Source: an optimization exercise on an open RTL-to-GDS flow (aim: small area). Production flows keep margins and buffers that such runs may drop.
Only simulation tests tie the RTL to the original design; equivalence was not proved.
No driver is modelled on the clock port, so clocking that relies on it looks cheaper here than on a real chip.
Power is estimated from default activity; no workload was simulated.

Design gaussian_blur, start of the top module:
module gaussian_blur (
  input  logic        clk,
  input  logic        rst_n,
  input  logic [7:0]  pixel_in,
  input  logic        pixel_vld,
  output logic [7:0]  pixel_out,
  output logic        pixel_vld_out
);
  localparam int IMG_W = 32;
  localparam int IMG_H = 24;
  logic [7:0] tap32, tap64;
  window_gen #(.DATA_W(8), .IMG_W(IMG_W)) win0 (
    .clk      (clk),
    .pixel_vld(pixel_vld),
    .pixel_in (pixel_in),
    .tap32    (tap32),
    .tap64    (tap64)
  );
  logic [8:0]  cs_s;
  logic [9:0]  cs_c;
  logic [10:0] rc0;
  logic [9:0]  vin;
  assign cs_s[0] = tap64[0] ^ pixel_in[0];
  assign cs_c[0] = 1'b0;
  assign cs_c[1] = tap64[0] & pixel_in[0];
  for (genvar i = 1; i < 8; i++) begin : g_csa0
    assign {cs_c[i+1], cs_s[i]} = tap64[i] + pixel_in[i] + tap32[i-1];
  end
  assign cs_s[8] = tap32[7];
  assign cs_c[9] = 1'b0;
  assign rc0[0] = 1'b0;
  for (genvar i = 0; i < 10; i++) begin : g_cpa0
    logic a;
    assign a = (i < 9) ? cs_s[i] : 1'b0;
    assign {rc0[i+1], vin[i]} = a + cs_c[i] + rc0[i];
  end
  logic [9:0] v0, v1, v2;
  always_ff @(posedge clk) begin
    if (pixel_vld) begin
      v0 <= vin;
      v1 <= v0;
      v2 <= v1;
    end
  end
  logic [11:0] sum;
  logic [10:0] ss_s;
  logic [11:0] ss_c;
  logic [12:0] rc1;
  assign ss_s[0] = v2[0] ^ v0[0];
  assign ss_c[0] = 1'b0;
  assign ss_c[1] = v2[0] & v0[0];
  for (genvar i = 1; i < 10; i++) begin : g_csa1
    assign {ss_c[i+1], ss_s[i]} = v2[i] + v0[i] + v1[i-1];
  end
  assign ss_s[10] = v1[9];
  assign ss_c[11] = 1'b0;
  assign rc1[0] = 1'b0;
  for (genvar i = 0; i < 12; i++) begin : g_cpa1
    logic a;
    assign a = (i < 11) ? ss_s[i] : 1'b0;
    assign {rc1[i+1], sum[i]} = a + ss_c[i] + rc1[i];
  end
  logic [1:0] vld_pipe;
  always_ff @(posedge clk or negedge rst_n) begin
    if (!rst_n) begin
      vld_pipe      <= 2'b0;
      pixel_vld_out <= 1'b0;
    end else begin
      vld_pipe      <= {vld_pipe[0], pixel_vld};
      pixel_vld_out <= vld_pipe[1];
    end
  end
  logic [$clog2(IMG_W)-1:0] col_cnt;
  logic [$clog2(IMG_H)-1:0] row_cnt;
  always_ff @(posedge clk or negedge rst_n) begin
    if (!rst_n) begin
      col_cnt <= '0;
      row_cnt <= '0;
    end else if (vld_pipe[1]) begin
      col_cnt <= col_cnt + 1'b1;
      if (&col_cnt)
  ...
export LEC_CHECK = 0
export CAP_MARGIN = 20
export CORE_MARGIN = 2
export CORE_UTILIZATION = 40
export CTS_BUF_LIST = sky130_fd_sc_hd__clkbuf_8
export CTS_CLUSTER_DIAMETER = 60
export CTS_CLUSTER_SIZE = 20
export SLEW_MARGIN = 20
create_clock -name core_clock -period 5.0 [get_ports {clk}]
standard.sh (not shown) runs the stock make flow with config.mk's settings and CLKGATE_MAP_FILE= SYNTH_SCRIPT=/design/flow/synth_recipe.tcl, a recipe that flattens the netlist after the stock synthesis.
==> flow/flow/run.sh <==
#!/bin/bash
# Own layout flow: the standard ORFS flow with smaller port buffers and a
# leaner clock tree (no dummy clock loads). Each tool's output goes to its own
# log in the work folder.
set -euo pipefail
export BUFFER_PORTS_ARGS="-buffer_cell sky130_fd_sc_hd__buf_1"
export CTS_ARGS="-sink_clustering_enable -repair_clock_nets -buf_list sky130_fd_sc_hd__clkbuf_8 -sink_clustering_size 20 -sink_clustering_max_diameter 60 -dont_use_dummy_load"
bash standard.sh > standard.log 2>&1
The baseline ran to the end with no violations.
==> next run, changes <==
==> flow/flow/run.sh (replaced) <==
#!/bin/bash
# Own layout flow: the standard ORFS flow with small port buffers and a
# lean clock tree (no dummy clock loads). Tool output goes to standard.log.
set -euo pipefail
export BUFFER_PORTS_ARGS="-buffer_cell sky130_fd_sc_hd__buf_1"
export CTS_ARGS="-sink_clustering_enable -repair_clock_nets -dont_use_dummy_load -buf_list sky130_fd_sc_hd__clkbuf_8 -sink_clustering_size 20 -sink_clustering_max_diameter 60"
bash standard.sh > standard.log 2>&1
- CORE_UTILIZATION: 40 -> 55
- CTS_BUF_LIST: sky130_fd_sc_hd__clkbuf_8 -> unset
- CTS_CLUSTER_DIAMETER: 60 -> unset
- CTS_CLUSTER_SIZE: 20 -> unset
=> Routed wire length went down by 1.3%; synthesized cell count does not change; sequential share of layout area climbs by 0.86 points; core utilization went up by 16 points; register-to-register slack loses 50 ps; via count shrinks by 0.36%; cell area went down by 0.98%; non-clock buffer count increases by 5; worst setup slack is worse by 55 ps; total power stays flat; sequential power is about the same.
==> next run, changes <==
==> flow/flow/run.sh (replaced) <==
#!/bin/bash
# Own layout flow: the standard ORFS flow with small port buffers and a
# lean clock tree (no dummy clock loads). Tool output goes to standard.log.
set -euo pipefail
export BUFFER_PORTS_ARGS="-buffer_cell sky130_fd_sc_hd__buf_1"
export CTS_ARGS="-sink_clustering_enable -repair_clock_nets -dont_use_dummy_load -buf_list sky130_fd_sc_hd__clkbuf_16 -sink_clustering_size 32 -sink_clustering_max_diameter 60"
bash standard.sh > standard.log 2>&1
- CORE_UTILIZATION: 55 -> 70
The new run finished with timing, DRC and antenna clean. Die area drops by 21%. Worst setup slack improved by 37 ps. Synthesized cell count does not change. Wire length climbs by 3.9%. Cell area is higher by 1.9%. Area after synthesis is unchanged.
==> next run, changes <==
==> flow/flow/run.sh (replaced) <==
#!/bin/bash
# Own layout flow: the standard ORFS flow with small port buffers and a
# lean clock tree (no dummy clock loads). Tool output goes to standard.log.
set -euo pipefail
export BUFFER_PORTS_ARGS="-buffer_cell sky130_fd_sc_hd__buf_1"
export CTS_ARGS="-sink_clustering_enable -repair_clock_nets -dont_use_dummy_load -buf_list sky130_fd_sc_hd__clkbuf_8 -sink_clustering_size 22 -sink_clustering_max_diameter 50"
bash standard.sh > standard.log 2>&1
- CORE_UTILIZATION: 70 -> 40
Effect:
- The new run finished with timing, DRC and antenna clean
- flip-flop and latch count stays the same
- fmax climbs by 1.3%
- power drops by 7.2%
- final area drops by 0.60%
- wire length drops by 1.6%
- die area climbs by 73%
- combinational power drops by about 4%
- via count drops by 0.83%
- synthesized area is unchanged
- hold slack gets better by 7.7 ps
- count of clock-buffer cells in the layout climbs by 3

========
The RTL this note starts from:
==> flow/design.v <==
module window_gen #(
    parameter int DATA_W = 8,
    parameter int IMG_W  = 32
)(
    input  logic              clk,
    input  logic              pixel_vld,
    input  logic [DATA_W-1:0] pixel_in,
    output logic [DATA_W-1:0] tap32,
    output logic [DATA_W-1:0] tap64
);
    logic [DATA_W-1:0] sr [0:2*IMG_W-1];
    always_ff @(posedge clk) begin
        if (pixel_vld) begin
            sr[0] <= pixel_in;
            for (int i = 1; i < 2*IMG_W; i++)
                sr[i] <= sr[i-1];
        end
    end
    assign tap32 = sr[IMG_W-1];
    assign tap64 = sr[2*IMG_W-1];
endmodule
module gaussian_blur (
  input  logic        clk,
  input  logic        rst_n,
  input  logic [7:0]  pixel_in,
  input  logic        pixel_vld,
  output logic [7:0]  pixel_out,
  output logic        pixel_vld_out
);
  localparam int IMG_W = 32;
  localparam int IMG_H = 24;
  logic [7:0] tap32, tap64;
  window_gen #(.DATA_W(8), .IMG_W(IMG_W)) win0 (
    .clk      (clk),
    .pixel_vld(pixel_vld),
    .pixel_in (pixel_in),
    .tap32    (tap32),
    .tap64    (tap64)
  );
  logic [8:0]  cs_s;
  logic [9:0]  cs_c;
  logic [10:0] rc0;
  logic [9:0]  vin;
  assign cs_s[0] = tap64[0] ^ pixel_in[0];
  assign cs_c[0] = 1'b0;
  assign cs_c[1] = tap64[0] & pixel_in[0];
  for (genvar i = 1; i < 8; i++) begin : g_csa0
    assign {cs_c[i+1], cs_s[i]} = tap64[i] + pixel_in[i] + tap32[i-1];
  end
  assign cs_s[8] = tap32[7];
  assign cs_c[9] = 1'b0;
  assign rc0[0] = 1'b0;
  for (genvar i = 0; i < 10; i++) begin : g_cpa0
    logic a;
    assign a = (i < 9) ? cs_s[i] : 1'b0;
    assign {rc0[i+1], vin[i]} = a + cs_c[i] + rc0[i];
  end
  logic [9:0] v0, v1, v2;
  always_ff @(posedge clk) begin
    if (pixel_vld) begin
      v0 <= vin;
      v1 <= v0;
      v2 <= v1;
    end
  end
  logic [11:0] sum;
  logic [10:0] ss_s;
  logic [11:0] ss_c;
  logic [12:0] rc1;
  assign ss_s[0] = v2[0] ^ v0[0];
  assign ss_c[0] = 1'b0;
  assign ss_c[1] = v2[0] & v0[0];
  for (genvar i = 1; i < 10; i++) begin : g_csa1
    assign {ss_c[i+1], ss_s[i]} = v2[i] + v0[i] + v1[i-1];
  end
  assign ss_s[10] = v1[9];
  assign ss_c[11] = 1'b0;
  assign rc1[0] = 1'b0;
  for (genvar i = 0; i < 12; i++) begin : g_cpa1
    logic a;
    assign a = (i < 11) ? ss_s[i] : 1'b0;
    assign {rc1[i+1], sum[i]} = a + ss_c[i] + rc1[i];
  end
  logic [1:0] vld_pipe;
  always_ff @(posedge clk or negedge rst_n) begin
    if (!rst_n) begin
      vld_pipe      <= 2'b0;
      pixel_vld_out <= 1'b0;
    end else begin
      vld_pipe      <= {vld_pipe[0], pixel_vld};
      pixel_vld_out <= vld_pipe[1];
    end
  end
  logic [$clog2(IMG_W)-1:0] col_cnt;
  logic [$clog2(IMG_H)-1:0] row_cnt;
  always_ff @(posedge clk or negedge rst_n) begin
    if (!rst_n) begin
      col_cnt <= '0;
      row_cnt <= '0;
    end else if (vld_pipe[1]) begin
      col_cnt <= col_cnt + 1'b1;
      if (&col_cnt)
        row_cnt <= (row_cnt == 5'(IMG_H-1)) ? '0 : row_cnt + 1'b1;
    end
  end
  always_ff @(posedge clk) begin
    if (row_cnt == 0)
      pixel_out <= sum[9:2];
    else
      pixel_out <= sum[11:4];
  end
endmodule
export LEC_CHECK = 0
export CAP_MARGIN = 20
export CORE_MARGIN = 2
export CORE_UTILIZATION = 40
export SLEW_MARGIN = 20
create_clock -name core_clock -period 5.0 [get_ports {clk}]
==> flow/flow/run.sh <==
#!/bin/bash
# Own layout flow: the standard ORFS flow with small port buffers and a
# lean clock tree (no dummy clock loads, a clock slew target for CTS repair).
# Tool output goes to standard.log.
set -euo pipefail
export BUFFER_PORTS_ARGS="-buffer_cell sky130_fd_sc_hd__buf_1"
export CTS_ARGS="-sink_clustering_enable -repair_clock_nets -dont_use_dummy_load -buf_list sky130_fd_sc_hd__clkbuf_16 -sink_clustering_size 36 -sink_clustering_max_diameter 90"
export PRE_CTS_TCL="$PWD/flow/pre_cts.tcl"
bash standard.sh > standard.log 2>&1
==> flow/flow/pre_cts.tcl <==
set_max_transition 0.100 -clock_path [all_clocks]
Rerun with:
==> flow/flow/run.sh (replaced) <==
#!/bin/bash
# Own layout flow: the standard ORFS flow with small port buffers and a
# lean clock tree (no dummy clock loads). Tool output goes to standard.log.
set -euo pipefail
export BUFFER_PORTS_ARGS="-buffer_cell sky130_fd_sc_hd__buf_1"
export CTS_ARGS="-sink_clustering_enable -repair_clock_nets -dont_use_dummy_load -buf_list sky130_fd_sc_hd__clkbuf_8 -sink_clustering_size 20 -sink_clustering_max_diameter 60"
bash standard.sh > standard.log 2>&1
Settings changed: CAP_MARGIN 20 to 0, SLEW_MARGIN 20 to 0.
removed: flow/flow/pre_cts.tcl
- utilization barely changes
- clock power stays flat
- wire length climbs by 1.7%
- setup slack gains 0.024 ns
- power shrinks by 0.38%
- synthesized area is unchanged
- clock-buffer cell count increases by 16
Rerun with:
==> flow/flow/run.sh (replaced) <==
#!/bin/bash
# Own layout flow: the standard ORFS flow with small port buffers and a
# lean clock tree (no dummy clock loads). Tool output goes to standard.log.
set -euo pipefail
export BUFFER_PORTS_ARGS="-buffer_cell sky130_fd_sc_hd__buf_1"
export CTS_ARGS="-sink_clustering_enable -repair_clock_nets -dont_use_dummy_load -buf_list sky130_fd_sc_hd__clkbuf_8 -sink_clustering_size 24 -sink_clustering_max_diameter 60"
bash standard.sh > standard.log 2>&1
Settings changed: CAP_MARGIN 0 to 20, CORE_UTILIZATION 40 to 70, SLEW_MARGIN 0 to 20.
The new run completed with no timing, DRC or antenna violations; first-iteration DRC count drops by roughly a tenth; synthesized cell count is unchanged; setup slack loses 0.027 ns; sequential cell count is unchanged; cell count shrinks by about a fifth; hold slack got worse by 0.030 ns.

==> port drivers added, routing unchanged <==
The flow's constraints put no driver on any port. The routed layouts listed below were extracted and timed again, unchanged, in two steps.
Step 1 assumes that a clkbuf_16 drives the clock port and a buf_2 every other input.
Step 2 moves the port delays by t, midway between the first and last clock arrival at a register: inputs arrive t later, outputs are due t later. That takes back most of the time a late clock gives input paths.
a / b / c = ideal ports / drivers / drivers and shift; a / b = the first two.
run	t, ns	slack for setup (ns)	clock arrival spread, ns
the first run of note 1	0.595	0.191 / 0.191 / -0.140	0.053 / 0.053
the second run of note 1	0.581	0.136 / 0.136 / -0.145	0.072 / 0.071
the third run of note 1	0.553	0.173 / 0.173 / -0.186	0.039 / 0.039
the fourth run of note 1	0.600	0.233 / 0.233 / -0.111	0.072 / 0.072
the first run of note 2	0.577	0.166 / 0.166 / -0.132	0.024 / 0.024
the second run of note 2	0.595	0.191 / 0.191 / -0.140	0.053 / 0.053
the third run of note 2	0.568	0.163 / 0.163 / -0.161	0.045 / 0.044
With both steps, setup timing fails in every run listed, where it was met with ideal ports. For the third run of note 1, which loses most, drivers alone change the setup slack by 0.000 ns; drivers and shift together by -0.359 ns.
